This is an optimization exercise on Yosys and OpenROAD, whose aim is small area, not a production implementation.
In this exercise RTL edits were held to simulation tests only and were not proved equivalent to the original.
Power figures rest on the tool's default switching activity, not on a simulated workload.

**flow/config.mk**
```make
export PLATFORM = sky130hd
export DESIGN_NAME = j_systolic_array
export DESIGN_NICKNAME = j_systolic_array
export VERILOG_FILES = /design/flow/design.v
export SDC_FILE = /design/flow/constraint.sdc
export NUM_CORES = 4
export LEC_CHECK = 0
export CAP_MARGIN = 20
export CORE_MARGIN = 2
export CORE_UTILIZATION = 35
export PLACE_DENSITY = 0.55
export SLEW_MARGIN = 20
export SYNTH_HIERARCHICAL = 1
```
**flow/constraint.sdc**
```tcl
create_clock -name core_clock -period 6.0 [get_ports {clk}]
set_input_delay 1.2000 -clock core_clock [delete_from_list [all_inputs] [get_ports {clk}]]
set_output_delay 1.2000 -clock core_clock [all_outputs]
set_load 0.01 [all_outputs]
```
**flow/design.v**
```verilog
module fullAdder(Sum,Cout,Cin,In1,In2);
   input wire In1,In2,Cin;
   output wire Sum,Cout;
   assign Cout = (In1&In2)|(In1&Cin)|(In2&Cin);
   assign Sum = In1^In2^Cin;
endmodule
module j_mac (
  input            clk     ,
  input            mac_en  ,
  input            take    ,  
  input            clr     ,  
  input            control1,
  input            acc_in  ,
  input      [8:0] t       ,  
  output reg [7:0] p       ,  
  output reg       result
);
wire s_hold  = ~mac_en;
wire s_shift = mac_en & ~take;
wire s_take  = mac_en & take;
wire [7:0] p_n = ({8{s_hold}}  & p)
               | ({8{s_shift}} & {1'b0, p[7:1]})
               | ({8{s_take}}  & t[8:1]);
wire d   = take ? t[0] : p[0];
reg  c;
wire dd  = d ^ ~control1;
wire ci  = clr ? ~control1 : c;
always @(posedge clk) begin
  p <= p_n;
  if (mac_en) c <= (acc_in & dd) | (acc_in & ci) | (dd & ci);
  result <= acc_in ^ dd ^ ci;
end
endmodule
module j_MX_cell (
  input            clk               ,
  input            reset             ,
  input      [7:0] dataflow_in       ,
  input      [2:0] dataflow_select   ,
  input            control1          ,
  input            update_w_i        ,
  input            w_default         ,
  input            ctl_valid         ,
  input      [3:0] clr_and_plus_one_i,
  input      [3:0] mac_en_i          ,
  input      [3:0] accumulation_in   ,
  output reg [7:0] dataflow_out      ,
  output reg [3:0] clr_and_plus_one_o,
  output reg [3:0] mac_en_o          ,
  output     [3:0] result
);
reg [7:0] shared_W;
reg [1:0] cnt;
always @(posedge clk) begin
  if (update_w_i) shared_W <= dataflow_in;
  clr_and_plus_one_o <= clr_and_plus_one_i;
  mac_en_o           <= mac_en_i;
end
always @(posedge clk) begin
  if (reset) begin
    cnt          <= 2'b11;
    dataflow_out <= 8'h00;
  end else begin
    if (ctl_valid & |clr_and_plus_one_i) cnt <= cnt + 2'b01;
    dataflow_out <= dataflow_in;
  end
end
wire       x    = dataflow_in[dataflow_select];
wire       nc   = ~|clr_and_plus_one_i;
wire [3:0] take = clr_and_plus_one_i | ({4{nc}} & (4'b0001 << cnt));
wire       xw = x & ~w_default;
wire [7:0] wx = {shared_W[7:1] & {7{xw}}, (shared_W[0] | w_default) & x};
wire [7:0] p0, p1, p2, p3;
reg  [7:0] pc;
always @(*) begin
  case (cnt)
    2'd0: pc = p0;
    2'd1: pc = p1;
    2'd2: pc = p2;
    default: pc = p3;
  endcase
end
wire [7:0] b = nc ? pc : 8'h00;
wire [8:0] t;
wire [7:0] cy;
assign t[0]  = wx[0] ^ b[0];
assign cy[0] = wx[0] & b[0];
genvar k;
generate
  for (k = 1; k < 8; k = k + 1) begin: g_fa
    fullAdder fa (.Sum(t[k]), .Cout(cy[k]), .Cin(cy[k-1]), .In1(wx[k]), .In2(b[k]));
  end
endgenerate
assign t[8] = cy[7];
j_mac mac0 (.clk(clk), .mac_en(mac_en_i[0]), .take(take[0]), .clr(clr_and_plus_one_i[0]), .control1(control1), .acc_in(accumulation_in[0]), .t(t), .p(p0), .result(result[0]));
j_mac mac1 (.clk(clk), .mac_en(mac_en_i[1]), .take(take[1]), .clr(clr_and_plus_one_i[1]), .control1(control1), .acc_in(accumulation_in[1]), .t(t), .p(p1), .result(result[1]));
j_mac mac2 (.clk(clk), .mac_en(mac_en_i[2]), .take(take[2]), .clr(clr_and_plus_one_i[2]), .control1(control1), .acc_in(accumulation_in[2]), .t(t), .p(p2), .result(result[2]));
j_mac mac3 (.clk(clk), .mac_en(mac_en_i[3]), .take(take[3]), .clr(clr_and_plus_one_i[3]), .control1(control1), .acc_in(accumulation_in[3]), .t(t), .p(p3), .result(result[3]));
endmodule
module j_systolic_array (
    input         clk             ,
    input         reset           ,
    input  [15:0] accumulation_in ,
    input  [15:0] clr_and_plus_one,
    input  [15:0] mac_en          ,
    input  [63:0] dataflow_in     ,
    input  [95:0] dataflow_select ,
    input  [ 7:0] update_w        ,
    input  [31:0] control1        ,
    output [15:0] result          ,
    output [15:0] result_en       ,
    output [15:0] result_start
);
localparam W = 8, H = 4;
reg [8:1] ctl_valid_q;
wire [8:0] ctl_valid = {ctl_valid_q, 1'b1};
always @(posedge clk) begin
  if (reset) ctl_valid_q <= 8'h00;
  else       ctl_valid_q <= ctl_valid[7:0];
end
reg [W-1:0] w_default;
always @(posedge clk) begin
  if (reset) w_default <= {W{1'b1}};
  else       w_default <= w_default & ~update_w;
end
wire [7:0] df_in  [W-1:0][H-1:0];
wire [7:0] df_out [W-1:0][H-1:0];
wire [3:0] clr_i  [W-1:0][H-1:0];
wire [3:0] clr_o  [W-1:0][H-1:0];
wire [3:0] en_i   [W-1:0][H-1:0];
wire [3:0] en_o   [W-1:0][H-1:0];
wire [3:0] acc_i  [W-1:0][H-1:0];
wire [3:0] res    [W-1:0][H-1:0];
genvar i, j;
generate
  for (j = 0; j < H; j = j + 1) begin: g_H
    for (i = 0; i < W; i = i + 1) begin: g_W
      if (j == 0) begin: g_j_eq_0
        assign df_in[i][0] = dataflow_in[8*i +: 8];
      end else begin: g_j_others
        assign df_in[i][j] = df_out[i][j-1];
      end
      if (i == 0) begin: g_i_eq_0
        assign acc_i[0][j] = accumulation_in [4*j +: 4];
        assign en_i [0][j] = mac_en          [4*j +: 4];
        assign clr_i[0][j] = clr_and_plus_one[4*j +: 4];
      end else begin: g_i_others
        assign acc_i[i][j] = res  [i-1][j];
        assign en_i [i][j] = en_o [i-1][j];
        assign clr_i[i][j] = clr_o[i-1][j];
      end
      if (i == W-1) begin: g_i_eq_W
        assign result      [4*j +: 4] = res  [i][j];
        assign result_en   [4*j +: 4] = en_o [i][j] & {4{ctl_valid[W]}};
        assign result_start[4*j +: 4] = clr_o[i][j] & {4{ctl_valid[W]}};
      end
      j_MX_cell i_j_MX_cell (
        .clk               (clk                                 ),
        .reset             (reset                               ),
        .dataflow_in       (df_in[i][j]                         ),
        .dataflow_select   (dataflow_select[3*(W*j+i) +: 3]     ),
        .control1          (control1[W*j+i]                     ),
        .update_w_i        (update_w[i]                         ),
        .w_default         (w_default[i]                        ),
        .ctl_valid         (ctl_valid[i]                        ),
        .clr_and_plus_one_i(clr_i[i][j]                         ),
        .mac_en_i          (en_i[i][j]                          ),
        .accumulation_in   (acc_i[i][j]                         ),
        .dataflow_out      (df_out[i][j]                        ),
        .clr_and_plus_one_o(clr_o[i][j]                         ),
        .mac_en_o          (en_o[i][j]                          ),
        .result            (res[i][j]                           )
      );
    end
  end
endgenerate
endmodule
```
**flow/run.sh**
```bash
#!/bin/bash
# synth_recipe.tcl (not shown) runs the flow's synth.tcl, then flattens the netlist and writes it again
# the make line also repeats each setting of config.mk as NAME=value (left out here)
make -C /OpenROAD-flow-scripts/flow DESIGN_CONFIG=/design/flow/config.mk WORK_HOME=/design/flow/orfs CLKGATE_MAP_FILE= SYNTH_SCRIPT=/design/flow/synth_recipe.tcl finish
```
==> flow_summary.json, run 1 <==
{
  "post_cts_hold_buffer_count": 0,
  "dp_cells": 13016,
  "worstPathArrival_ps": 6410,
  "ctsResizeCount": 0,
  "fillers": 26735,
  "port_buffers": 297,
  "setup_ws_ps": 313,
  "antenna_found_initial": 46,
  "core_area_mm2": 0.277,
  "numCtsBuffers": 227,
  "routed_wl_um": 250000,
  "fin_cells": 13442,
  "die_y_um": 532,
  "drt-vias-per-instance": 5.05,
  "clk_path_buf_depth": 4,
  "design_area_mm2": 0.111,
  "areaGrowthSynthToFinish_pct": 13.7,
  "fin_crit_ps": 5690,
  "endpoint_kind": "flop",
  "worst_slew_pin_slew_ps": 1070,
  "slew_headroom": 0.284,
  "vias": 67902,
  "die_w_um": 532,
  "syn_area_per_cell_um2": 10.5,
  "crit_path_max_fanout": 4,
  "crit_required_ps": 6720,
  "grt_pass1_wl_um": 390000,
  "synth_area_mm2": 0.0977,
  "postSynthCellCount": 9324,
  "postCtsSetupRepairBufs": 0,
  "ant_nets": 0,
  "yosysWarnings": 9,
  "p_per_area_mw_per_mm2": 331,
  "drt-initial-drc-count": 5566,
  "grt_max_degree": 133,
  "whs_ps": 429,
  "overflow": 0,
  "h-tree-depth": 4,
  "die-area_mm2": 0.283,
  "maxCapViolations": 0,
  "numClockSinks": 2064,
  "crit_path_start_kind": "primary input",
  "cts_tree": "yes",
  "fmax_mhz": 176,
  "fin_tns_setup_ps": 0,
  "clkLatencyLatePin_ps": 890,
  "status": "finished clean",
  "report.final.slew_viol_count": 0,
  "drt_pass1_iterations": 12,
  "place.gp.congestion": 0.863,
  "initial_core_util": 0.353,
  "wire_per_inst_um": 18.6,
  "drc": 0,
  "pre_cts_ws_ps": -545,
  "timing.final.crit_share": 0.948,
  "clockRootBuffer": "clkbuf_16",
  "grtUsageTotal": 0.171,
  "finalClockSkew_ps": 40.5,
  "setup_viol": 0,
  "hold_viol_final": 0,
  "post-route-util": 0.401,
  "row_count": 193,
  "placed_area_mm2": 0.103,
  "min_path_type": "flop to flop",
  "crit_type": "primary input to flop",
  "fin_nets": 10366,
  "drive_above_1_share": 0.0833,
  "pin_count": 298,
  "clk_pin_slew_ps": 60,
  "first_global_vias": 67765,
  "hpwl_um": 182000,
  "power.total_mw": 36.8,
  "power_leakage_nw": 47.4,
  "rsz0062_at_grt": "no",
  "ir_drop_mv": 0.236
}
-- state kept, by name, indices dropped and copies added (netlist names) --
register,cells
g_H.g_W.i_j_MX_cell.shared_W,256
g_H.g_W.i_j_MX_cell.mac3.p,256
g_H.g_W.i_j_MX_cell.mac1.result,32
g_H.g_W.i_j_MX_cell.mac1.p,256
g_H.g_W.i_j_MX_cell.mac0.c,32
g_H.g_W.i_j_MX_cell.mac2.p,256
g_H.g_W.i_j_MX_cell.mac2.result,32
g_H.g_W.i_j_MX_cell.mac0.p,256
g_H.g_W.i_j_MX_cell.cnt,64
g_H.g_W.i_j_MX_cell.mac0.result,32
w_default,8
g_H.g_W.i_j_MX_cell.clr_and_plus_one_o,128
g_H.g_W.i_j_MX_cell.mac3.c,32
ctl_valid_q,8
g_H.g_W.i_j_MX_cell.mac2.c,32
g_H.g_W.i_j_MX_cell.dataflow_out,192
g_H.g_W.i_j_MX_cell.mac3.result,32
g_H.g_W.i_j_MX_cell.mac1.c,32
g_H.g_W.i_j_MX_cell.mac_en_o,128
-- power breakdown --
group / internal (mW) / switching, mW / leakage (nW)
clock: 8.78 / 5.75 / 3.82
combinational: 2.27 / 2.52 / 25.7
sequential: 16.0 / 1.48 / 17.9
total: 27.0 / 9.74 / 47.4
-- cell usage in the layout (no fill, tap or decap), drive strengths merged, types with 48 or more instances in the layout --
master         instances
nand2                288
xor2                 128
inv                  558
clkbuf               330
clkdlybuf4s50        291
nand3                128
nor2                1216
buf                  260
o21a                 256
fa                   352
a21o                 128
mux2                  64
clkinv                48
a222oi               256
ha                   224
dfxtp               1680
a21oi                960
edfxtp               384
nor2b                226
nor4                 256
mux2i               1216
o21ai                136
-- metal layers --
metal / routed length, um / global-route usage / up-vias
met5: 296 / 0 / -
met4: 7660 / 0.0539 / 44
met3: 13500 / 0.0297 / 455
met2: 118000 / 0.286 / 1642
met1: 110000 / 0.224 / 32626
li1: - / - / 33135
-- critical path: stages --
cell and delay (ps):
clkdlybuf4s50_1 530, mux2_2 350, o22ai_1 260, nor3_1 180
ha_1 250, fa_1 450, fa_1 460, fa_1 460
fa_1 470, fa_1 480, fa_1 470, fa_1 560
mux2i_1 200, a21oi_1 100
-- worst paths after layout --
check | start | end | slack [ps] | cells after the start
max reg2reg | g_H[1].g_W[1].i_j_MX_cell.cnt[0] | g_H[1].g_W[1].i_j_MX_cell.mac0.p[6] | 350 | 15
min reg2reg | g_H[2].g_W[2].i_j_MX_cell.dataflow_out[5] | g_H[3].g_W[2].i_j_MX_cell.shared_W[5] | 430 | 0
max | dataflow_select[3] | g_H[0].g_W[1].i_j_MX_cell.mac3.p[6] | 310 | 14
min | g_H[2].g_W[2].i_j_MX_cell.dataflow_out[5] | g_H[3].g_W[2].i_j_MX_cell.shared_W[5] | 430 | 0
-- area by class of cell --
type,count,area [um^2],area share
clock buffer,330,6690,0.0603
inverter,553,2080,0.0187
antenna,9,22.5,0.000203
clock inverter,87,1100,0.00987
sequential,2064,45200,0.407
tap,3705,4640,0.0417
timing repair buffer,551,4880,0.0440
multi-input combinational,6143,46500,0.418
==> run 2: changes to the inputs <==
--- a/flow/design.v
+++ b/flow/design.v
@@ -3,6 +3,28 @@
    output wire Sum,Cout;
    assign Cout = (In1&In2)|(In1&Cin)|(In2&Cin);
    assign Sum = In1^In2^Cin;
+endmodule
+module j_pbit (
+  input      clk    ,
+  input      s_hold ,
+  input      s_shift,
+  input      s_take ,
+  input      shift_v,
+  input      take_v ,
+  output reg q
+);
+always @(posedge clk)
+  q <= (s_hold & q) | (s_shift & shift_v) | (s_take & take_v);
+endmodule
+module j_pbit_top (
+  input      clk    ,
+  input      s_hold ,
+  input      s_take ,
+  input      take_v ,
+  output reg q
+);
+always @(posedge clk)
+  q <= (s_hold & q) | (s_take & take_v);
 endmodule
 module j_mac (
   input            clk     ,
@@ -12,24 +34,54 @@
   input            control1,
   input            acc_in  ,
   input      [8:0] t       ,  
-  output reg [7:0] p       ,  
+  output     [7:0] p       ,  
   output reg       result
 );
 wire s_hold  = ~mac_en;
 wire s_shift = mac_en & ~take;
 wire s_take  = mac_en & take;
-wire [7:0] p_n = ({8{s_hold}}  & p)
-               | ({8{s_shift}} & {1'b0, p[7:1]})
-               | ({8{s_take}}  & t[8:1]);
+genvar b;
+generate
+  for (b = 0; b < 7; b = b + 1) begin: g_p
+    j_pbit pb (.clk(clk), .s_hold(s_hold), .s_shift(s_shift), .s_take(s_take),
+               .shift_v(p[b+1]), .take_v(t[b+1]), .q(p[b]));
+  end
+endgenerate
+j_pbit_top pb7 (.clk(clk), .s_hold(s_hold), .s_take(s_take), .take_v(t[8]), .q(p[7]));
 wire d   = take ? t[0] : p[0];
 reg  c;
 wire dd  = d ^ ~control1;
 wire ci  = clr ? ~control1 : c;
 always @(posedge clk) begin
-  p <= p_n;
   if (mac_en) c <= (acc_in & dd) | (acc_in & ci) | (dd & ci);
   result <= acc_in ^ dd ^ ci;
 end
+endmodule
+module j_tbit0 (
+  input  [3:0] act ,
+  input  [3:0] pv  ,
+  input        w   ,
+  input        x   ,
+  output       t   ,
+  output       cout
+);
+wire a = w & x;
+wire b = |(act & pv);
+assign t    = a ^ b;
+assign cout = a & b;
+endmodule
+module j_tbit (
+  input  [3:0] act ,
+  input  [3:0] pv  ,
+  input        w   ,
+  input        x   ,
+  input        cin ,
+  output       t   ,
+  output       cout
+);
+wire a = w & x;
+wire b = |(act & pv);
+fullAdder fa (.Sum(t), .Cout(cout), .Cin(cin), .In1(a), .In2(b));
 endmodule
 module j_MX_cell (
   input            clk               ,
@@ -57,37 +109,31 @@
 end
 always @(posedge clk) begin
   if (reset) begin
-    cnt          <= 2'b11;
+    cnt          <= 2'b10;
     dataflow_out <= 8'h00;
   end else begin
-    if (ctl_valid & |clr_and_plus_one_i) cnt <= cnt + 2'b01;
+    if (ctl_valid & |clr_and_plus_one_i) cnt <= {cnt[0], ~cnt[1]};
     dataflow_out <= dataflow_in;
   end
 end
 wire       x    = dataflow_in[dataflow_select];
 wire       nc   = ~|clr_and_plus_one_i;
-wire [3:0] take = clr_and_plus_one_i | ({4{nc}} & (4'b0001 << cnt));
+wire [3:0] act;   
+assign act[0] = nc & ~cnt[1] & ~cnt[0];
+assign act[1] = nc & ~cnt[1] &  cnt[0];
+assign act[2] = nc &  cnt[1] &  cnt[0];
+assign act[3] = nc &  cnt[1] & ~cnt[0];
+wire [3:0] take = clr_and_plus_one_i | act;
 wire       xw = x & ~w_default;
-wire [7:0] wx = {shared_W[7:1] & {7{xw}}, (shared_W[0] | w_default) & x};
+wire       w0 = shared_W[0] | w_default;
 wire [7:0] p0, p1, p2, p3;
-reg  [7:0] pc;
-always @(*) begin
-  case (cnt)
-    2'd0: pc = p0;
-    2'd1: pc = p1;
-    2'd2: pc = p2;
-    default: pc = p3;
-  endcase
-end
-wire [7:0] b = nc ? pc : 8'h00;
 wire [8:0] t;
 wire [7:0] cy;
-assign t[0]  = wx[0] ^ b[0];
-assign cy[0] = wx[0] & b[0];
+j_tbit0 tb0 (.act(act), .pv({p3[0], p2[0], p1[0], p0[0]}), .w(w0), .x(x), .t(t[0]), .cout(cy[0]));
 genvar k;
 generate
-  for (k = 1; k < 8; k = k + 1) begin: g_fa
-    fullAdder fa (.Sum(t[k]), .Cout(cy[k]), .Cin(cy[k-1]), .In1(wx[k]), .In2(b[k]));
+  for (k = 1; k < 8; k = k + 1) begin: g_t
+    j_tbit tb (.act(act), .pv({p3[k], p2[k], p1[k], p0[k]}), .w(shared_W[k]), .x(xw), .cin(cy[k-1]), .t(t[k]), .cout(cy[k]));
   end
 endgenerate
 assign t[8] = cy[7];
--- a/flow/config.mk
+++ b/flow/config.mk
@@ -8,6 +8,9 @@
 export CAP_MARGIN = 20
 export CORE_MARGIN = 2
 export CORE_UTILIZATION = 35
+export CTS_BUF_LIST = sky130_fd_sc_hd__clkbuf_16
+export CTS_CLUSTER_DIAMETER = 60
+export CTS_CLUSTER_SIZE = 20
 export PLACE_DENSITY = 0.55
 export SLEW_MARGIN = 20
 export SYNTH_HIERARCHICAL = 1
==> run 2 against run 1 <==
Effect of this change: register-to-register slack better by 80 ps; first-iteration DRC count rose by 44%; synthesized cell count is 21% lower; critical path type unchanged; non-clock buffer count is 75 lower; total power down 18%; utilization up 0.62 points.
==> flow_summary.json, run 2 <==
{
  "initial_core_util": 0.351,
  "clk_pin_slew_ps": 80,
  "crit_path_max_fanout": 4,
  "endpoint_kind": "flop",
  "largest_register_ffs": 256,
  "core_area_mm2": 0.245,
  "hpwl_um": 173000,
  "p_per_area_mw_per_mm2": 301,
  "yosysWarnings": 11,
  "post_cts_hold_buffer_count": 0,
  "fin_crit_ps": 5800,
  "wire_per_inst_um": 19.7,
  "maxCapViolations": 0,
  "pin_count": 298,
  "areaGrowthSynthToFinish_pct": 15.9,
  "postCtsSetupRepairBufs": 0,
  "crit_type": "primary input to flop",
  "routed_wl_um": 224000,
  "met3_usage": 0.0309,
  "gr-max-usage-layer": "met2",
  "port_buffers": 297,
  "slew_headroom": 0.385,
  "hold_viol_final": 0,
  "drt_pass1_iterations": 13,
  "whs_ps": 404,
  "grtUsageTotal": 0.173,
  "final_common_cell": "dfxtp_1",
  "worst_slew_pin_slew_ps": 922,
  "setup_viol": 0,
  "crit_path_max_incr_delay_ps": 610,
  "slowest_stage": "clkdlybuf4s50_1",
  "clockRootBuffer": "clkbuf_16",
  "largest_register": "g_H.g_W.i_j_MX_cell.shared_W",
  "fmax_mhz": 172,
  "power_leakage_nw": 45.8,
  "mostFrequentLayoutCells": "dfxtp_1 (1,679), inv_1 (1,083), a222oi_1 (896)",
  "crit_path_start_kind": "primary input",
  "fin_nets": 8613,
  "rsz0062_at_grt": "no",
  "drt-vias-per-instance": 5.42,
  "grt_max_degree": 66,
  "grt_pass1_wl_um": 350000,
  "crit_path_cell_trace": "clkdlybuf4s50_1 -> mux2i_1 -> mux4_2 -> inv_1 -> and2_1 -> ha_1 -> fa_1 -> fa_1 -> fa_1 -> fa_1 -> fa_1 -> fa_1 -> fa_1 -> a222oi_1 -> inv_1",
  "die_y_um": 500,
  "status": "finished clean",
  "cp_common_cell": "fa_1",
  "fillers": 23365,
  "met1_usage": 0.233,
  "overflow": 0,
  "power.total_mw": 30.1,
  "report.final.slew_viol_count": 0,
  "drt-initial-drc-count": 8020,
  "ant_nets": 0,
  "numClockSinks": 2064,
  "drc": 0,
  "cts_tree": "yes",
  "place.gp.congestion": 0.874,
  "worstPathArrival_ps": 6480,
  "ir_drop_mv": 0.331,
  "vias": 61455,
  "timing.final.crit_share": 0.967,
  "pre_cts_ws_ps": -723,
  "clkLatencyLatePin_ps": 820,
  "first_global_vias": 60755,
  "finalClockSkew_ps": 29.9,
  "crit_required_ps": 6670,
  "placed_area_mm2": 0.0944,
  "syn_area_per_cell_um2": 11.7,
  "drive_above_1_share": 0.109,
  "grt_use_met2": 0.285,
  "antenna_found_initial": 37,
  "setup_ws_ps": 195,
  "h-tree-depth": 4,
  "die-area_mm2": 0.250,
  "min_path_type": "flop to flop",
  "post-route-util": 0.407,
  "row_count": 182,
  "design_area_mm2": 0.0999,
  "numCtsBuffers": 161,
  "synth_area_mm2": 0.0863,
  "postSynthCellCount": 7372,
  "die_w_um": 500,
  "clk_path_buf_depth": 3
}
## run 2: critical path: cells and delay by family
family                   cells  cell delay (ps)
adder cells (fa/ha/maj)      8             3550
AND/OR/NAND/NOR              1              140
buffers and inverters        3              720
multiplexers                 2              480
AO/OA/AOI/OAI                1              380
## run 2: layout make-up
| cell class | instances | area [um^2] | share of cell area |
|---|---|---|---|
| Clock inverter | 130 | 1270 | 0.0127 |
| Antenna cell | 10 | 25.0 | 0.000250 |
| Sequential cell | 2064 | 45200 | 0.452 |
| Inverter | 1065 | 4000 | 0.0400 |
| Timing Repair Buffer | 476 | 4400 | 0.0440 |
| Multi-Input combinational cell | 4211 | 36900 | 0.369 |
| Tap cell | 3220 | 4030 | 0.0403 |
| Clock buffer | 167 | 4180 | 0.0418 |
## run 2: worst paths after layout
path                                                                       from                                    endpoint  slack [ps]  cells after the start
worst max-delay path                                        dataflow_select[63]  g_H[2].g_W[5].i_j_MX_cell.mac2.g_p[6].pb.q         200                     15
worst min-delay path                      g_H[2].g_W[2].i_j_MX_cell.mac_en_o[3]       g_H[2].g_W[3].i_j_MX_cell.mac_en_o[3]         400                      0
worst max register to register  g_H[1].g_W[0].i_j_MX_cell.clr_and_plus_one_o[0]  g_H[1].g_W[1].i_j_MX_cell.mac2.g_p[6].pb.q         430                     15
worst min register to register            g_H[2].g_W[2].i_j_MX_cell.mac_en_o[3]       g_H[2].g_W[3].i_j_MX_cell.mac_en_o[3]         400                      0
## run 2: power by group
group          switching (mW)  internal, mW  total, mW
clock                    5.59          5.55       11.1
sequential              0.850          15.3       16.2
combinational            1.53          1.26       2.79
## run 2: stage by stage
stage | setup TNS [ps] | cells
global route | 0 | 11336
detailed placement | -139470 | 11036
finish | 0 | 11343
CTS | 0 | 11333
global placement | -109760 | 11036
floorplan | 0 | 7375
## run 2: repair_timing
action,CTS,global route
setup endpoints to repair,0,42
gates resized for setup,0,18
hold endpoints to repair,0,0
## run 2: routing by layer
metal	part of all wire	routed length (um)
met1	0.44	99100
met5	0.00093	207
met3	0.066	14800
met2	0.46	104000
met4	0.025	5580
==> run 3: changes to the inputs <==
--- a/flow/config.mk
+++ b/flow/config.mk
@@ -7,10 +7,10 @@
 export LEC_CHECK = 0
 export CAP_MARGIN = 20
 export CORE_MARGIN = 2
-export CORE_UTILIZATION = 35
+export CORE_UTILIZATION = 55
 export CTS_BUF_LIST = sky130_fd_sc_hd__clkbuf_16
 export CTS_CLUSTER_DIAMETER = 60
 export CTS_CLUSTER_SIZE = 20
-export PLACE_DENSITY = 0.55
+export PLACE_DENSITY = 0.7
 export SLEW_MARGIN = 20
 export SYNTH_HIERARCHICAL = 1
==> run 3 against run 2 <==
Effect of this change: utilization grew 22 points; clock skew is essentially flat; flip-flop and latch count unchanged; first-iteration DRC count up 4.5%; maximum frequency is essentially flat; sequential share of layout area increased by 0.84 points; worst hold slack got worse by 7.3 ps; cell area decreased by 1.8%; combinational power down 4%; clock-buffer cell count shrank 7; critical path depth did not move; clock power decreased by 6%.
==> flow_summary.json, run 3 <==
{
  "core_area_mm2": 0.156,
  "pin_count": 298,
  "crit_path_cell_trace": "clkdlybuf4s50_1 -> mux2i_1 -> mux4_2 -> inv_1 -> and2_1 -> ha_1 -> fa_1 -> fa_1 -> fa_1 -> fa_1 -> fa_1 -> fa_1 -> fa_1 -> a222oi_1 -> inv_1",
  "fin_nets": 8611,
  "overflow": 0,
  "drt-vias-per-instance": 6.03,
  "die_w_um": 400,
  "crit_required_ps": 6670,
  "final_common_cell": "dfxtp_1",
  "antenna_found_initial": 19,
  "grt_max_degree": 98,
  "power.switching_mw": 7.41,
  "yosysWarnings": 11,
  "die_y_um": 400,
  "intPower_mw": 21.9,
  "min_path_type": "flop to flop",
  "pre_cts_ws_ps": -679,
  "drt-initial-drc-count": 8380,
  "rsz0062_at_grt": "no",
  "clk_path_buf_depth": 3,
  "hold_viol_final": 0,
  "row_count": 145,
  "worst_slew_pin_slew_ps": 883,
  "largest_register": "g_H.g_W.i_j_MX_cell.shared_W",
  "fmax_mhz": 172,
  "clkLatencyLatePin_ps": 800,
  "hpwl_um": 157000,
  "syn_area_per_cell_um2": 11.7,
  "crit_path_max_incr_delay_ps": 600,
  "numClockSinks": 2064,
  "synth_area_mm2": 0.0863,
  "grt_pass1_wl_um": 326000,
  "routed_wl_um": 204000,
  "slowest_stage": "clkdlybuf4s50_1",
  "fin_crit_ps": 5800,
  "report.final.slew_viol_count": 0,
  "power_leakage_nw": 45.7,
  "endpoint_kind": "flop",
  "fillers": 12328,
  "drc": 0,
  "finalClockSkew_ps": 29.9,
  "power_frac_seq": 0.552,
  "first_global_vias": 60417,
  "die-area_mm2": 0.160,
  "maxCapViolations": 0,
  "crit_family": "adder cells",
  "slew_headroom": 0.411,
  "fin_tns_setup_ps": 0,
  "crit_path_max_fanout": 4,
  "p_per_area_mw_per_mm2": 298,
  "multi_input_area_mm2": 0.0369,
  "clockRootBuffer": "clkbuf_16",
  "pwr-share-comb": 0.092,
  "areaGrowthSynthToFinish_pct": 13.7,
  "drive_above_1_share": 0.104,
  "register_area_mm2": 0.0452,
  "grtUsageTotal": 0.252,
  "worstPathArrival_ps": 6470,
  "clkPwrFrac": 0.356,
  "port_buffers": 297,
  "crit_type": "primary input to flop",
  "clk_pin_slew_ps": 80,
  "mostFrequentLayoutCells": "dfxtp_1 (1,679), inv_1 (1,097), a222oi_1 (896)",
  "h-tree-depth": 4,
  "place.gp.congestion": 0.931,
  "crit_path_start_kind": "primary input",
  "drt_pass1_iterations": 13,
  "status": "finished clean",
  "vias": 61329,
  "swShare": 0.253,
  "numCtsBuffers": 147,
  "cp_common_cell": "fa_1",
  "setup_ws_ps": 199,
  "timing.critical_path.buf_inv": 3,
  "initial_core_util": 0.553,
  "wire_per_inst_um": 20.1,
  "cts_tree": "yes",
  "postSynthCellCount": 7372,
  "post_cts_hold_buffer_count": 0,
  "timing.final.crit_share": 0.967,
  "setup_viol": 0,
  "largest_register_ffs": 256,
  "ir_drop_mv": 0.321,
  "ant_nets": 0
}
==> run 3: changes by cell type in the layout (fill, tap and decap cells not counted), moves of 6 or more <==
| cell | delta |
|---|---|
| buf_4 | +13 |
| clkbuf_16 | -7 |
| clkinv_4 | -13 |
| inv_1 | +14 |
| inv_6 | -6 |
| inv_8 | -11 |
==> run 3: worst paths after layout <==
check                                                to                                       startpoint  slack [ps]  cells after the start
min reg2reg       g_H[1].g_W[3].i_j_MX_cell.mac_en_o[0]            g_H[1].g_W[2].i_j_MX_cell.mac_en_o[0]         400                      0
max          g_H[2].g_W[7].i_j_MX_cell.mac1.g_p[6].pb.q                              dataflow_select[69]         200                     15
max reg2reg  g_H[1].g_W[2].i_j_MX_cell.mac2.g_p[6].pb.q  g_H[1].g_W[1].i_j_MX_cell.clr_and_plus_one_o[2]         530                     15
min               g_H[1].g_W[3].i_j_MX_cell.mac_en_o[0]            g_H[1].g_W[2].i_j_MX_cell.mac_en_o[0]         400                      0
==> run 3: repair_timing <==
item                       CTS  global route
gates resized for setup      0            16
setup endpoints to repair    0            35
buffers inserted             0             0
hold endpoints to repair     0             0
==> run 3: power groups by stage <==
stage	sequential, mW	combinational [mW]	clock (mW)
2_1_floorplan	16.2	1.50	0
3_3_place_gp	16.5	2.58	0
3_5_place_dp	16.5	2.70	0
4_1_cts	16.2	2.71	10.7
5_1_grt	16.3	3.02	11.2
6_report	16.2	2.69	10.4
==> run 3: metal layers <==
layer | vias up | track usage | routed length, um
met3 | 359 | 0.0368 | 12300
met1 | 29953 | 0.328 | 85200
met2 | 2080 | 0.433 | 100000
met4 | 20 | 0.0831 | 6510
li1 | 28917 | - | -
met5 | - | 0 | 138
==> run 3: through the flow <==
step | hold slack, ps | utilization | cell area [um^2] | cells | power, mW
6_report | 397 | 0.629 | 98100 | 10163 | 29.3
5_1_grt | 410 | 0.629 | 98100 | 10158 | 30.5
4_1_cts | 402 | 0.629 | 98100 | 10156 | 29.6
3_5_place_dp | 393 | 0.596 | 93100 | 9886 | 19.2
3_3_place_gp | 382 | 0.596 | 93100 | 9886 | 19.0
2_1_floorplan | 365 | - | 86300 | 7375 | 17.7
==> run 3: cell type report <==
type	instances	share of cell area
Sequential cell	2064	0.460
Multi-Input combinational cell	4211	0.376
Timing Repair Buffer	488	0.0458
Clock buffer	160	0.0408
Inverter	1065	0.0407
Tap cell	2058	0.0262
Clock inverter	110	0.0102
Antenna cell	7	0.000179
==> run 4: changes to the inputs <==
==> flow/flow/run.sh (new file) <==
#!/bin/bash
# The standard layout (standard.sh) with two changes:
#  - port buffers are buf_1 cells instead of the flow's default pick;
#  - CTS uses clkbuf_8 clusters of at most 16 sinks within 50 um, and no
#    dummy loads.
# make's full output goes to flow_make.log; each ORFS step also keeps its own
# log under orfs/logs/.
set -uo pipefail
bash standard.sh \
  BUFFER_PORTS_ARGS="-buffer_cell sky130_fd_sc_hd__buf_1" \
  CTS_ARGS="-sink_clustering_enable -repair_clock_nets -buf_list sky130_fd_sc_hd__clkbuf_8 -sink_clustering_size 16 -sink_clustering_max_diameter 50 -dont_use_dummy_load" \
  finish > flow_make.log 2>&1
==> flow/standard.sh (new file) <==
#!/bin/bash
# synth_recipe.tcl (not shown) runs the flow's synth.tcl, then flattens the netlist and writes it again
# the make line also repeats each setting of config.mk as NAME=value (left out here)
make -C /OpenROAD-flow-scripts/flow DESIGN_CONFIG=/design/flow/config.mk WORK_HOME=/design/flow/orfs CLKGATE_MAP_FILE= SYNTH_SCRIPT=/design/flow/synth_recipe.tcl "${@:-finish}"
removed: flow/run.sh
==> run 4 against run 3 <==
Effect of this change: utilization down 2.9 points; wire length up 0.12%; combinational power down 7%; critical path depth unchanged; final cell count down 1.0%; worst hold slack worse by 30 ps; clock skew up 49 ps; critical path type is now flop to flop.
==> flow_summary.json, run 4 <==
{
  "status": "finished clean",
  "drc": 0,
  "ctsResizeCount": 0,
  "drive_above_1_share": 0.0975,
  "crit_path_start_kind": "flop",
  "largest_register": "g_H.g_W.i_j_MX_cell.shared_W",
  "yosysWarnings": 11,
  "clk_path_buf_depth": 3,
  "synth_area_mm2": 0.0863,
  "grt_pass1_wl_um": 326000,
  "rsz0062_at_grt": "no",
  "timing.final.crit_share": 0.913,
  "dp_cells": 9865,
  "crit_required_ps": 6810,
  "fin_cells": 10057,
  "swShare": 0.257,
  "postSynthCellCount": 7372,
  "initial_core_util": 0.553,
  "design_area_mm2": 0.0936,
  "setup_viol": 0,
  "finalClockSkew_ps": 78.9,
  "numCtsBuffers": 183,
  "cts_tree": "yes",
  "placed_area_mm2": 0.0911,
  "antenna_found_initial": 24,
  "grtUsageTotal": 0.253,
  "hpwl_um": 157000,
  "power_frac_seq": 0.630,
  "drt-vias-per-instance": 6.09,
  "clk_pin_slew_ps": 100,
  "syn_area_per_cell_um2": 11.7,
  "fin_nets": 8626,
  "ant_nets": 0,
  "clkPwrFrac": 0.272,
  "fin_crit_ps": 5480,
  "postCtsSetupRepairBufs": 0,
  "vias": 61205,
  "die_w_um": 400,
  "mostFrequentLayoutCells": "dfxtp_1 (1,679), inv_1 (1,065), a222oi_1 (896)",
  "pwr-share-comb": 0.098,
  "p_per_area_mw_per_mm2": 274,
  "clkLatencyLatePin_ps": 930,
  "power.switching_mw": 6.59,
  "die-area_mm2": 0.160,
  "worst_slew_pin_slew_ps": 987,
  "slew_headroom": 0.342,
  "hold_viol_final": 0,
  "pin_count": 298,
  "die_y_um": 400,
  "numClockSinks": 2064,
  "drt_pass1_iterations": 14,
  "crit_path_max_fanout": 8,
  "fillers": 12986,
  "power_leakage_nw": 43.4,
  "h-tree-depth": 4,
  "areaGrowthSynthToFinish_pct": 8.50,
  "min_path_type": "flop to flop",
  "endpoint_kind": "flop",
  "port_buffers": 297,
  "place.gp.congestion": 0.918,
  "report.final.slew_viol_count": 0,
  "first_global_vias": 60260,
  "largest_register_ffs": 256,
  "routed_wl_um": 204000,
  "intPower_mw": 19.1,
  "wire_per_inst_um": 20.3,
  "crit_type": "flop to flop",
  "grt_max_degree": 111,
  "fmax_mhz": 183,
  "post_cts_hold_buffer_count": 0,
  "core_area_mm2": 0.156,
  "drt-initial-drc-count": 8618,
  "row_count": 145,
  "overflow": 0,
  "final_common_cell": "dfxtp_1",
  "worstPathArrival_ps": 6290,
  "clockRootBuffer": "clkbuf_8",
  "ir_drop_mv": 0.247,
  "post-route-util": 0.600,
  "maxCapViolations": 0
}
[run 4: power groups by stage]
stage               sequential [mW]  clock, mW  combinational, mW
finish                         16.2       6.99               2.51
detailed placement             16.5          0               2.53
global placement               16.5          0               2.40
global route                   16.3       7.75               2.85
floorplan                      16.2          0               1.50
CTS                            16.2       7.23               2.53
[run 4: stage by stage]
| step | hold WS (ps) | TNS, ps | worst slack (ps) | power [mW] |
|---|---|---|---|---|
| CTS | 359 | 0 | 494 | 25.9 |
| global placement | 383 | -14240 | -186 | 18.9 |
| finish | 367 | 0 | 524 | 25.7 |
| detailed placement | 385 | -28420 | -325 | 19.0 |
| floorplan | 365 | 0 | 176 | 17.7 |
| global route | 380 | 0 | 179 | 26.9 |
[run 4: per-layer routing]
metal  track usage  share of wire  vias up
met4        0.0830          0.031       24
li1              -              -    28760
met1         0.326           0.41    29742
met2         0.433           0.49     2311
met3        0.0425          0.071      368
met5             0        0.00077        -
[run 4: area by class of cell]
type	count	area, um^2	share of cell area
inverters	1065	4000	0.0427
multi-input cells	4211	36900	0.394
well taps	2058	2570	0.0275
diodes	9	22.5	0.000241
flip-flops and latches	2064	45200	0.483
repair buffers	467	2450	0.0262
clock buffers	183	2520	0.0269
[run 4: critical path, stage by stage, from the launching register on]
cell	delay, ps
dfxtp_1	490
or4_4	210
nor2_1	50
and2_2	260
a22oi_1	200
nand2_1	110
ha_1	220
fa_1	460
fa_1	470
fa_1	460
fa_1	460
fa_1	460
fa_1	460
fa_1	590
a222oi_1	360
inv_1	80
[run 4: worst paths after layout]
path	start	cells after the start	slack, ps	end
setup / recovery	g_H[1].g_W[0].i_j_MX_cell.clr_and_plus_one_o[1]	15	520	g_H[1].g_W[1].i_j_MX_cell.mac1.g_p[6].pb.q
hold / removal	g_H[2].g_W[3].i_j_MX_cell.mac_en_o[0]	0	370	g_H[2].g_W[4].i_j_MX_cell.mac_en_o[0]
setup reg to reg	g_H[1].g_W[0].i_j_MX_cell.clr_and_plus_one_o[1]	15	520	g_H[1].g_W[1].i_j_MX_cell.mac1.g_p[6].pb.q
hold reg to reg	g_H[2].g_W[3].i_j_MX_cell.mac_en_o[0]	0	370	g_H[2].g_W[4].i_j_MX_cell.mac_en_o[0]
==> run 5: changes to the inputs <==
--- a/flow/design.v
+++ b/flow/design.v
@@ -83,7 +83,9 @@
 wire b = |(act & pv);
 fullAdder fa (.Sum(t), .Cout(cout), .Cin(cin), .In1(a), .In2(b));
 endmodule
-module j_MX_cell (
+module j_MX_cell #(
+  parameter FIRST = 0
+) (
   input            clk               ,
   input            reset             ,
   input      [7:0] dataflow_in       ,
@@ -91,31 +93,36 @@
   input            control1          ,
   input            update_w_i        ,
   input            w_default         ,
-  input            ctl_valid         ,
+  input      [1:0] cnt_i             ,  
   input      [3:0] clr_and_plus_one_i,
   input      [3:0] mac_en_i          ,
   input      [3:0] accumulation_in   ,
   output reg [7:0] dataflow_out      ,
   output reg [3:0] clr_and_plus_one_o,
   output reg [3:0] mac_en_o          ,
+  output reg [1:0] cnt               ,
   output     [3:0] result
 );
 reg [7:0] shared_W;
-reg [1:0] cnt;
 always @(posedge clk) begin
   if (update_w_i) shared_W <= dataflow_in;
   clr_and_plus_one_o <= clr_and_plus_one_i;
   mac_en_o           <= mac_en_i;
 end
 always @(posedge clk) begin
-  if (reset) begin
-    cnt          <= 2'b10;
-    dataflow_out <= 8'h00;
-  end else begin
-    if (ctl_valid & |clr_and_plus_one_i) cnt <= {cnt[0], ~cnt[1]};
-    dataflow_out <= dataflow_in;
-  end
-end
+  if (reset) dataflow_out <= 8'h00;
+  else       dataflow_out <= dataflow_in;
+end
+generate
+  if (FIRST) begin: g_count
+    always @(posedge clk) begin
+      if (reset) cnt <= 2'b10;
+      else if (|clr_and_plus_one_i) cnt <= {cnt[0], ~cnt[1]};
+    end
+  end else begin: g_copy
+    always @(posedge clk) cnt <= cnt_i;
+  end
+endgenerate
 wire       x    = dataflow_in[dataflow_select];
 wire       nc   = ~|clr_and_plus_one_i;
 wire [3:0] act;   
@@ -176,6 +183,7 @@
 wire [3:0] en_o   [W-1:0][H-1:0];
 wire [3:0] acc_i  [W-1:0][H-1:0];
 wire [3:0] res    [W-1:0][H-1:0];
+wire [1:0] cnt    [W-1:0][H-1:0];
 genvar i, j;
 generate
   for (j = 0; j < H; j = j + 1) begin: g_H
@@ -199,7 +207,7 @@
         assign result_en   [4*j +: 4] = en_o [i][j] & {4{ctl_valid[W]}};
         assign result_start[4*j +: 4] = clr_o[i][j] & {4{ctl_valid[W]}};
       end
-      j_MX_cell i_j_MX_cell (
+      j_MX_cell #(.FIRST(i == 0)) i_j_MX_cell (
         .clk               (clk                                 ),
         .reset             (reset                               ),
         .dataflow_in       (df_in[i][j]                         ),
@@ -207,13 +215,14 @@
         .control1          (control1[W*j+i]                     ),
         .update_w_i        (update_w[i]                         ),
         .w_default         (w_default[i]                        ),
-        .ctl_valid         (ctl_valid[i]                        ),
+        .cnt_i             (i == 0 ? 2'b00 : cnt[(i+W-1)%W][j]  ),
         .clr_and_plus_one_i(clr_i[i][j]                         ),
         .mac_en_i          (en_i[i][j]                          ),
         .accumulation_in   (acc_i[i][j]                         ),
         .dataflow_out      (df_out[i][j]                        ),
         .clr_and_plus_one_o(clr_o[i][j]                         ),
         .mac_en_o          (en_o[i][j]                          ),
+        .cnt               (cnt[i][j]                           ),
         .result            (res[i][j]                           )
       );
     end
--- a/flow/config.mk
+++ b/flow/config.mk
@@ -8,9 +8,6 @@
 export CAP_MARGIN = 20
 export CORE_MARGIN = 2
 export CORE_UTILIZATION = 55
-export CTS_BUF_LIST = sky130_fd_sc_hd__clkbuf_16
-export CTS_CLUSTER_DIAMETER = 60
-export CTS_CLUSTER_SIZE = 20
 export PLACE_DENSITY = 0.7
 export SLEW_MARGIN = 20
 export SYNTH_HIERARCHICAL = 1
==> run 5 against run 4 <==
Effect of this change: still clean on timing, DRC and antenna; die area down 1.2%; clock skew grew 2.8 ps; cell area decreased by 1.1%; critical path depth did not move; sequential power about the same; via count shrank 2.4%; utilization rose by 0.17 points; synthesized area decreased by 1.2%; worst hold slack improved by 7.8 ps.
==> flow_summary.json, run 5 <==
{
  "status": "finished clean",
  "largest_register_ffs": 256,
  "cts_tree": "yes",
  "endpoint_kind": "flop",
  "routed_wl_um": 199000,
  "grtUsageTotal": 0.248,
  "drt_pass1_iterations": 11,
  "crit_type": "flop to flop",
  "placed_area_mm2": 0.0900,
  "hpwl_um": 154000,
  "setup_viol": 0,
  "antenna_found_initial": 13,
  "row_count": 144,
  "wire_per_inst_um": 20.1,
  "ant_nets": 0,
  "port_buffers": 297,
  "die-area_mm2": 0.158,
  "syn_area_per_cell_um2": 11.8,
  "first_global_vias": 59138,
  "initial_core_util": 0.554,
  "crit_path_start_kind": "flop",
  "power_leakage_nw": 43.4,
  "grt_pass1_wl_um": 318000,
  "drt-initial-drc-count": 7089,
  "die_y_um": 398,
  "overflow": 0,
  "slew_headroom": 0.348,
  "synth_area_mm2": 0.0852,
  "worstPathArrival_ps": 6280,
  "place.gp.congestion": 0.917,
  "h-tree-depth": 4,
  "mostFrequentLayoutCells": "dfxtp_1 (1,680), inv_1 (1,065), a222oi_1 (896)",
  "power.total_mw": 25.7,
  "report.final.slew_viol_count": 0,
  "clockRootBuffer": "clkbuf_8",
  "drt-vias-per-instance": 6.03,
  "clk_path_buf_depth": 3,
  "fin_crit_ps": 5530,
  "worst_slew_pin_slew_ps": 977,
  "fmax_mhz": 181,
  "grt_max_degree": 79,
  "final_common_cell": "dfxtp_1",
  "yosysWarnings": 12,
  "clkLatencyLatePin_ps": 910,
  "finalClockSkew_ps": 81.7,
  "postSynthCellCount": 7227,
  "pin_count": 298,
  "vias": 59732,
  "timing.final.crit_share": 0.921,
  "ctsResizeCount": 0,
  "min_path_type": "flop to flop",
  "maxCapViolations": 0,
  "numCtsBuffers": 188,
  "crit_required_ps": 6750,
  "p_per_area_mw_per_mm2": 277,
  "drive_above_1_share": 0.0935,
  "core_area_mm2": 0.154,
  "crit_path_max_fanout": 8,
  "die_w_um": 398,
  "design_area_mm2": 0.0926,
  "clk_pin_slew_ps": 100,
  "hold_viol_final": 0,
  "drc": 0,
  "largest_register": "g_H.g_W.i_j_MX_cell.shared_W",
  "fillers": 12634,
  "fin_nets": 8490,
  "areaGrowthSynthToFinish_pct": 8.65,
  "ir_drop_mv": 0.271,
  "postCtsSetupRepairBufs": 0,
  "numClockSinks": 2064,
  "post_cts_hold_buffer_count": 0,
  "fin_tns_setup_ps": 0,
  "rsz0062_at_grt": "no"
}
[run 5: changes by cell type in the layout (fill, tap and decap cells not counted), moves of 32 or more]
cell,delta
nor2b_1,-32
a211o_1,-32
o41a_1,-32
a211oi_1,-32
[run 5: critical path: stages (launching register included)]
cell,delay [ps]
dfxtp_1,490
or4_4,210
nor2_1,50
and2_1,260
a22oi_1,250
nand2_1,140
ha_1,220
fa_1,450
fa_1,460
fa_1,460
fa_1,460
fa_1,470
fa_1,460
fa_1,580
a222oi_1,390
inv_1,80
[run 5: path summary, 6_finish.rpt]
check,startpoint,endpoint,slack [ps],depth (start not counted)
max,g_H[2].g_W[4].i_j_MX_cell.clr_and_plus_one_o[1],g_H[2].g_W[5].i_j_MX_cell.mac3.g_p[6].pb.q,470,15
min reg2reg,ctl_valid_q[1],ctl_valid_q[2],370,1
min,ctl_valid_q[1],ctl_valid_q[2],370,1
max reg2reg,g_H[2].g_W[4].i_j_MX_cell.clr_and_plus_one_o[1],g_H[2].g_W[5].i_j_MX_cell.mac3.g_p[6].pb.q,470,15
[run 5: routing by layer]
layer | global-route usage | wire [um]
met1 | 0.313 | 81900
met2 | 0.429 | 97600
met3 | 0.0374 | 12100
met4 | 0.0915 | 7020
met5 | 0 | 76
[run 5: report_power, final]
part	internal [mW]	switching (mW)
registers	15.3	0.855
clock network	2.78	4.27
logic	1.03	1.41
total	19.1	6.53
[run 5: area by class of cell]
cell class                      instances  area [um^2]  area share
Timing Repair Buffer                  474         2570      0.0278
Sequential cell                      2064        45200       0.488
Tap cell                             2044         2560      0.0276
Clock buffer                          188         2590      0.0280
Inverter                             1065         4000      0.0432
Multi-Input combinational cell       4063        35700       0.385
Antenna cell                            7         17.5    0.000189
[run 5: per-stage QoR]
step                hold WS, ps  cells  setup WS, ps  utilization
floorplan                   365   7227           190            -
global placement            388   9710          -205        0.585
detailed placement          393   9710          -305        0.585
CTS                         376   9898           481        0.601
global route                387   9903           192        0.602
finish                      375   9905           474        0.602
==> run 6: changes to the inputs <==
--- a/flow/config.mk
+++ b/flow/config.mk
@@ -8,6 +8,7 @@
 export CAP_MARGIN = 20
 export CORE_MARGIN = 2
 export CORE_UTILIZATION = 55
+export GPL_TIMING_DRIVEN = 0
 export PLACE_DENSITY = 0.7
 export SLEW_MARGIN = 20
 export SYNTH_HIERARCHICAL = 1
==> run 6 against run 5 <==
Effect of this change: die area did not move; combinational power down 4%; total power is 0.61% lower; first-iteration DRC count shrank 6.7%; global-route usage shrank 0.91 points; synthesized area did not move; critical path depth increased by 1; wire length is 4.3% lower; final cell count is 1.7% lower; synthesized cell count did not move; flip-flop and latch count did not move.
==> flow_summary.json, run 6 <==
{
  "clk_pin_slew_ps": 90,
  "ir_drop_mv": 0.251,
  "holdPathStages": 0,
  "die_w_um": 398,
  "report.final.slew_viol_count": 0,
  "h-tree-depth": 4,
  "routed_wl_um": 190000,
  "drc": 0,
  "drive_above_1_share": 0.0780,
  "hold_start": "g_H[1].g_W[4].i_j_MX_cell.mac_en_o[1]",
  "largest_register_ffs": 256,
  "post_cts_hold_buffer_count": 0,
  "die_y_um": 398,
  "min_to": "g_H[1].g_W[5].i_j_MX_cell.mac_en_o[1]",
  "finalClockSkew_ps": 75.3,
  "timing.final.crit_share": 0.940,
  "antenna_found_initial": 17,
  "pin_count": 298,
  "rrSetupSlack_ps": 480,
  "pwr-share-comb": 0.092,
  "intPower_mw": 19.0,
  "overflow": 0,
  "mostFrequentLayoutCells": "dfxtp_1 (1,680), inv_1 (1,065), a222oi_1 (896)",
  "drt-vias-per-instance": 5.94,
  "syn_area_per_cell_um2": 11.8,
  "numCtsBuffers": 184,
  "ctsResizeCount": 0,
  "r2r_cells": 15,
  "fin_crit_ps": 5640,
  "grt_pass1_wl_um": 305000,
  "clk_path_buf_depth": 3,
  "clockRootBuffer": "clkbuf_8",
  "maxCapViolations": 0,
  "p_per_area_mw_per_mm2": 279,
  "drt_pass1_iterations": 12,
  "worstPathArrival_ps": 6450,
  "cts_tree": "yes",
  "min_path_type": "flop to flop",
  "vias": 57812,
  "endpoint_kind": "flop",
  "swShare": 0.254,
  "fin_tns_setup_ps": 0,
  "crit_path_max_fanout": 8,
  "yosysWarnings": 12,
  "core_area_mm2": 0.154,
  "hpwl_um": 149000,
  "largest_register": "g_H.g_W.i_j_MX_cell.shared_W",
  "whs_ps": 395,
  "initial_core_util": 0.554,
  "port_buffers": 265,
  "power_leakage_nw": 42.8,
  "fmax_mhz": 177,
  "final_common_cell": "dfxtp_1",
  "clkPwrFrac": 0.274,
  "drt-initial-drc-count": 6615,
  "slew_headroom": 0.475,
  "fin_nets": 8324,
  "first_global_vias": 57075,
  "synth_area_mm2": 0.0852,
  "r2r-end": "g_H[1].g_W[6].i_j_MX_cell.mac1.g_p[6].pb.q",
  "areaGrowthSynthToFinish_pct": 7.45,
  "setup_viol": 0,
  "numClockSinks": 2064,
  "power_frac_seq": 0.634,
  "postCtsSetupRepairBufs": 0,
  "worstReg2RegStart": "g_H[1].g_W[5].i_j_MX_cell.clr_and_plus_one_o[1]",
  "worst_slew_pin_slew_ps": 787,
  "ant_nets": 0,
  "postSynthCellCount": 7227,
  "crit_path_start_kind": "primary input",
  "power.switching_mw": 6.49,
  "grtUsageTotal": 0.239,
  "hold_viol_final": 0,
  "row_count": 144,
  "place.gp.congestion": 0.893,
  "grt_max_degree": 42,
  "wire_per_inst_um": 19.5,
  "post-route-util": 0.595,
  "crit_type": "primary input to flop",
  "status": "finished clean",
  "clkLatencyLatePin_ps": 960,
  "rsz0062_at_grt": "no",
  "crit_required_ps": 6810,
  "die-area_mm2": 0.158
}
[run 6: layout make-up]
cell class                 count  area (um^2)
antenna                        6         15.0
buffer                        35          360
tap                         2044         2560
fill                       12531        62300
sequential                  2064        45200
clock buffer                 184         2530
timing repair buffer         277         1250
inverter                    1065         4000
multi-input combinational   4063        35700
[run 6: worst max-delay path by stage]
stage	start	endpoint	slack [ps]
after floorplan	dataflow_select[0]	g_H[0].g_W[0].i_j_MX_cell.mac0.g_p[6].pb.q	190
after global placement	reset	ctl_valid_q[1]	-6440
after detailed placement	clr_and_plus_one[9]	g_H[2].g_W[0].i_j_MX_cell.mac3.g_p[6].pb.q	-560
after CTS	clr_and_plus_one[9]	g_H[2].g_W[0].i_j_MX_cell.mac3.g_p[6].pb.q	500
after global routing	g_H[1].g_W[5].i_j_MX_cell.clr_and_plus_one_o[1]	g_H[1].g_W[6].i_j_MX_cell.mac1.g_p[6].pb.q	180
final	clr_and_plus_one[8]	g_H[2].g_W[0].i_j_MX_cell.mac3.g_p[6].pb.q	360
[run 6: metrics by stage]
stage / area [um^2] / instances / power (mW) / setup WS (ps)
3_5_place_dp: 89000 / 9548 / 18.9 / -561
3_3_place_gp: 88700 / 9536 / 18.7 / -6440
6_report: 91500 / 9738 / 25.5 / 360
2_1_floorplan: 85200 / 7227 / 17.7 / 190
4_1_cts: 91500 / 9732 / 25.8 / 496
5_1_grt: 91500 / 9737 / 26.7 / 182
[run 6: power groups by stage]
stage	registers, mW	clock network (mW)	logic, mW
CTS	16.2	7.27	2.36
global placement	16.5	0	2.22
global route	16.3	7.75	2.68
finish	16.2	7.00	2.34
floorplan	16.2	0	1.48
detailed placement	16.5	0	2.35
[run 6: metal layers]
layer / vias up / part of all wire / track usage
li1: 27830 / - / -
met1: 27851 / 0.42 / 0.301
met2: 1753 / 0.49 / 0.409
met3: 360 / 0.057 / 0.0417
met4: 18 / 0.036 / 0.0889
met5: - / 0.00060 / 0
[run 6: worst max-delay path: stages]
cell      delay (ps)
buf_1            310
or4_4            250
nor2_1            60
and2_2           260
a22oi_1          230
nand2_1           90
ha_1             210
fa_1             470
fa_1             470
fa_1             460
fa_1             460
fa_1             460
fa_1             460
fa_1             590
a222oi_1         390
inv_1             80
==> run 7: changes to the inputs <==
==> flow/flow/run.sh (replaced) <==
#!/bin/bash
# The standard layout (standard.sh) with two changes:
#  - port buffers are buf_1 cells instead of the flow's default pick;
#  - CTS uses clkbuf_8 clusters of at most 18 sinks within 60 um, and no
#    dummy loads.
# make's full output goes to flow_make.log; each ORFS step also keeps its own
# log under orfs/logs/.
set -uo pipefail
bash standard.sh \
  BUFFER_PORTS_ARGS="-buffer_cell sky130_fd_sc_hd__buf_1" \
  CTS_ARGS="-sink_clustering_enable -repair_clock_nets -buf_list sky130_fd_sc_hd__clkbuf_8 -sink_clustering_size 18 -sink_clustering_max_diameter 60 -dont_use_dummy_load" \
  finish > flow_make.log 2>&1
--- a/flow/config.mk
+++ b/flow/config.mk
@@ -7,8 +7,8 @@
 export LEC_CHECK = 0
 export CAP_MARGIN = 20
 export CORE_MARGIN = 2
-export CORE_UTILIZATION = 55
+export CORE_UTILIZATION = 70
 export GPL_TIMING_DRIVEN = 0
-export PLACE_DENSITY = 0.7
+export PLACE_DENSITY = 0.85
 export SLEW_MARGIN = 20
 export SYNTH_HIERARCHICAL = 1
==> run 7 against run 6 <==
Effect of this change: via count is 2.5% higher; total power is 3.2% lower; final cell count decreased by 4.8%; clock power shrank 11%; utilization rose by 16 points; flip-flop and latch count stayed put; largest cell class unchanged; still clean.
==> flow_summary.json, run 7 <==
{
  "core_area_mm2": 0.120,
  "initial_core_util": 0.708,
  "h-tree-depth": 4,
  "clockRootBuffer": "clkbuf_8",
  "crit_type": "primary input to flop",
  "post-route-util": 0.752,
  "finalClockSkew_ps": 69.5,
  "slew_headroom": 0.509,
  "hpwl_um": 146000,
  "postCtsSetupRepairBufs": 0,
  "drt_pass1_iterations": 13,
  "drive_above_1_share": 0.0731,
  "rsz0062_at_grt": "no",
  "ant_nets": 0,
  "fin_nets": 8283,
  "drt-initial-drc-count": 8989,
  "first_global_vias": 58186,
  "placed_area_mm2": 0.0885,
  "fin_crit_ps": 5610,
  "dp_cells": 9116,
  "post_cts_hold_buffer_count": 0,
  "die_y_um": 353,
  "antenna_found_initial": 16,
  "postSynthCellCount": 7227,
  "final_common_cell": "dfxtp_1",
  "timing.final.crit_share": 0.935,
  "fillers": 8066,
  "hold_viol_final": 0,
  "power_leakage_nw": 42.5,
  "row_count": 127,
  "pin_count": 298,
  "die-area_mm2": 0.125,
  "cts_tree": "yes",
  "grtUsageTotal": 0.298,
  "fmax_mhz": 178,
  "ctsResizeCount": 0,
  "grt_pass1_wl_um": 303000,
  "status": "finished clean",
  "clk_pin_slew_ps": 90,
  "fin_cells": 9269,
  "drt-vias-per-instance": 6.39,
  "worst_slew_pin_slew_ps": 736,
  "largest_register": "g_H.g_W.i_j_MX_cell.shared_W",
  "largest_register_ffs": 256,
  "wire_per_inst_um": 20.3,
  "setup_viol": 0,
  "min_path_type": "flop to flop",
  "crit_required_ps": 6790,
  "synth_area_mm2": 0.0852,
  "report.final.slew_viol_count": 0,
  "syn_area_per_cell_um2": 11.8,
  "crit_path_start_kind": "primary input",
  "crit_path_max_fanout": 8,
  "overflow": 0,
  "endpoint_kind": "flop",
  "worstPathArrival_ps": 6400,
  "port_buffers": 265,
  "grt_max_degree": 46,
  "areaGrowthSynthToFinish_pct": 6.17,
  "clkLatencyLatePin_ps": 910,
  "clk_path_buf_depth": 3,
  "p_per_area_mw_per_mm2": 273,
  "yosysWarnings": 12,
  "fin_tns_setup_ps": 0,
  "maxCapViolations": 0,
  "vias": 59246,
  "mostFrequentLayoutCells": "dfxtp_1 (1,680), inv_1 (1,065), a222oi_1 (896)",
  "power.total_mw": 24.7,
  "numClockSinks": 2064,
  "die_w_um": 353,
  "routed_wl_um": 188000,
  "drc": 0,
  "place.gp.congestion": 0.915,
  "ir_drop_mv": 0.253,
  "design_area_mm2": 0.0905,
  "numCtsBuffers": 143
}
==> run 7: changes by cell type in the layout (fill, tap and decap cells not counted), sizes merged <==
cell	before	now
clkbuf	187	146
diode	6	10
==> run 7: per-layer routing <==
| metal | share of wire | routed length [um] | vias up | global-route usage |
|---|---|---|---|---|
| met2 | 0.50 | 94300 | 2313 | 0.522 |
| met5 | 0.00026 | 48 | - | 0 |
| li1 | - | - | 27773 | - |
| met1 | 0.39 | 74300 | 28734 | 0.363 |
| met3 | 0.060 | 11300 | 418 | 0.0435 |
| met4 | 0.044 | 8340 | 8 | 0.137 |
==> run 7: power breakdown <==
| part | switching (mW) | internal, mW | leakage (nW) |
|---|---|---|---|
| Combinational | 1.36 | 0.961 | 23.9 |
| Clock | 4.07 | 2.15 | 1.03 |
| Sequential | 0.844 | 15.3 | 17.6 |
==> run 7: cell type report <==
| class | count | area (um^2) | area share |
|---|---|---|---|
| Antenna cell | 10 | 25.0 | 0.000277 |
| Buffer | 35 | 360 | 0.00398 |
| Clock buffer | 143 | 1970 | 0.0218 |
| Inverter | 1065 | 4000 | 0.0442 |
| Multi-Input combinational cell | 4063 | 35700 | 0.394 |
| Sequential cell | 2064 | 45200 | 0.499 |
| Tap cell | 1612 | 2020 | 0.0223 |
| Timing Repair Buffer | 277 | 1250 | 0.0138 |
==> run 7: worst max-delay path: stages <==
cell	delay, ps
buf_1	280
or4_4	240
nor2_1	50
and2_2	260
a22oi_1	240
nand2_1	80
ha_1	220
fa_1	470
fa_1	460
fa_1	460
fa_1	460
fa_1	460
fa_1	460
fa_1	570
a222oi_1	410
inv_1	80
==> run 7: metrics by stage <==
| step | setup WS [ps] | hold WS, ps |
|---|---|---|
| after floorplan | 190 | 365 |
| after global placement | -5560 | 391 |
| after detailed placement | -528 | 394 |
| after CTS | 484 | 389 |
| after global routing | 211 | 399 |
| final | 392 | 383 |
==> run 7: final timing paths <==
kind	startpoint	to	slack [ps]	cells past startpoint
worst max-delay path	clr_and_plus_one[0]	g_H[0].g_W[0].i_j_MX_cell.mac3.g_p[6].pb.q	390	16
worst min-delay path	g_H[1].g_W[5].i_j_MX_cell.mac_en_o[2]	g_H[1].g_W[6].i_j_MX_cell.mac_en_o[2]	380	0
worst max register to register	g_H[3].g_W[3].i_j_MX_cell.clr_and_plus_one_o[1]	g_H[3].g_W[4].i_j_MX_cell.mac1.g_p[6].pb.q	500	15
worst min register to register	g_H[1].g_W[5].i_j_MX_cell.mac_en_o[2]	g_H[1].g_W[6].i_j_MX_cell.mac_en_o[2]	380	0

-- afterwards: timing with drivers on the ports --
In the flow no input, the clock included, has a driving cell. The finished layouts below were timed again as built, in two steps.
Step 1, drivers: a clkbuf_16 drives clk and a buf_2 each remaining input, both assumed.
Step 2 times the ports against the registers' clock, not the clock port: input delays grow and output delays shrink by t, the midpoint of the rising clock arrivals with the driver on.
Three values: ideal, step 1, step 2; two values: the first two.
run | t (ns) | slack for setup (ns) | latest minus earliest clock arrival (ns) | worst slew at a driven data input, ns
run 1 | 0.957 | 0.313 / 0.326 / -0.631 | 0.060 / 0.060 | 0.18
run 2 | 0.885 | 0.195 / 0.139 / -0.746 | 0.045 / 0.045 | 0.20
run 3 | 0.853 | 0.199 / 0.174 / -0.680 | 0.043 / 0.043 | 0.19
run 4 | 0.995 | 0.524 / 0.524 / -0.355 | 0.119 / 0.118 | 0.19
run 5 | 0.956 | 0.474 / 0.474 / -0.286 | 0.093 / 0.093 | 0.18
run 6 | 0.990 | 0.360 / 0.417 / -0.574 | 0.096 / 0.095 | 0.20
run 7 | 0.960 | 0.392 / 0.443 / -0.517 | 0.078 / 0.079 | 0.18
With both steps, setup timing fails in every run listed, where it was met with ideal ports. For run 1, which loses most, drivers alone change the setup slack by +0.013 ns; drivers and shift together by -0.944 ns.
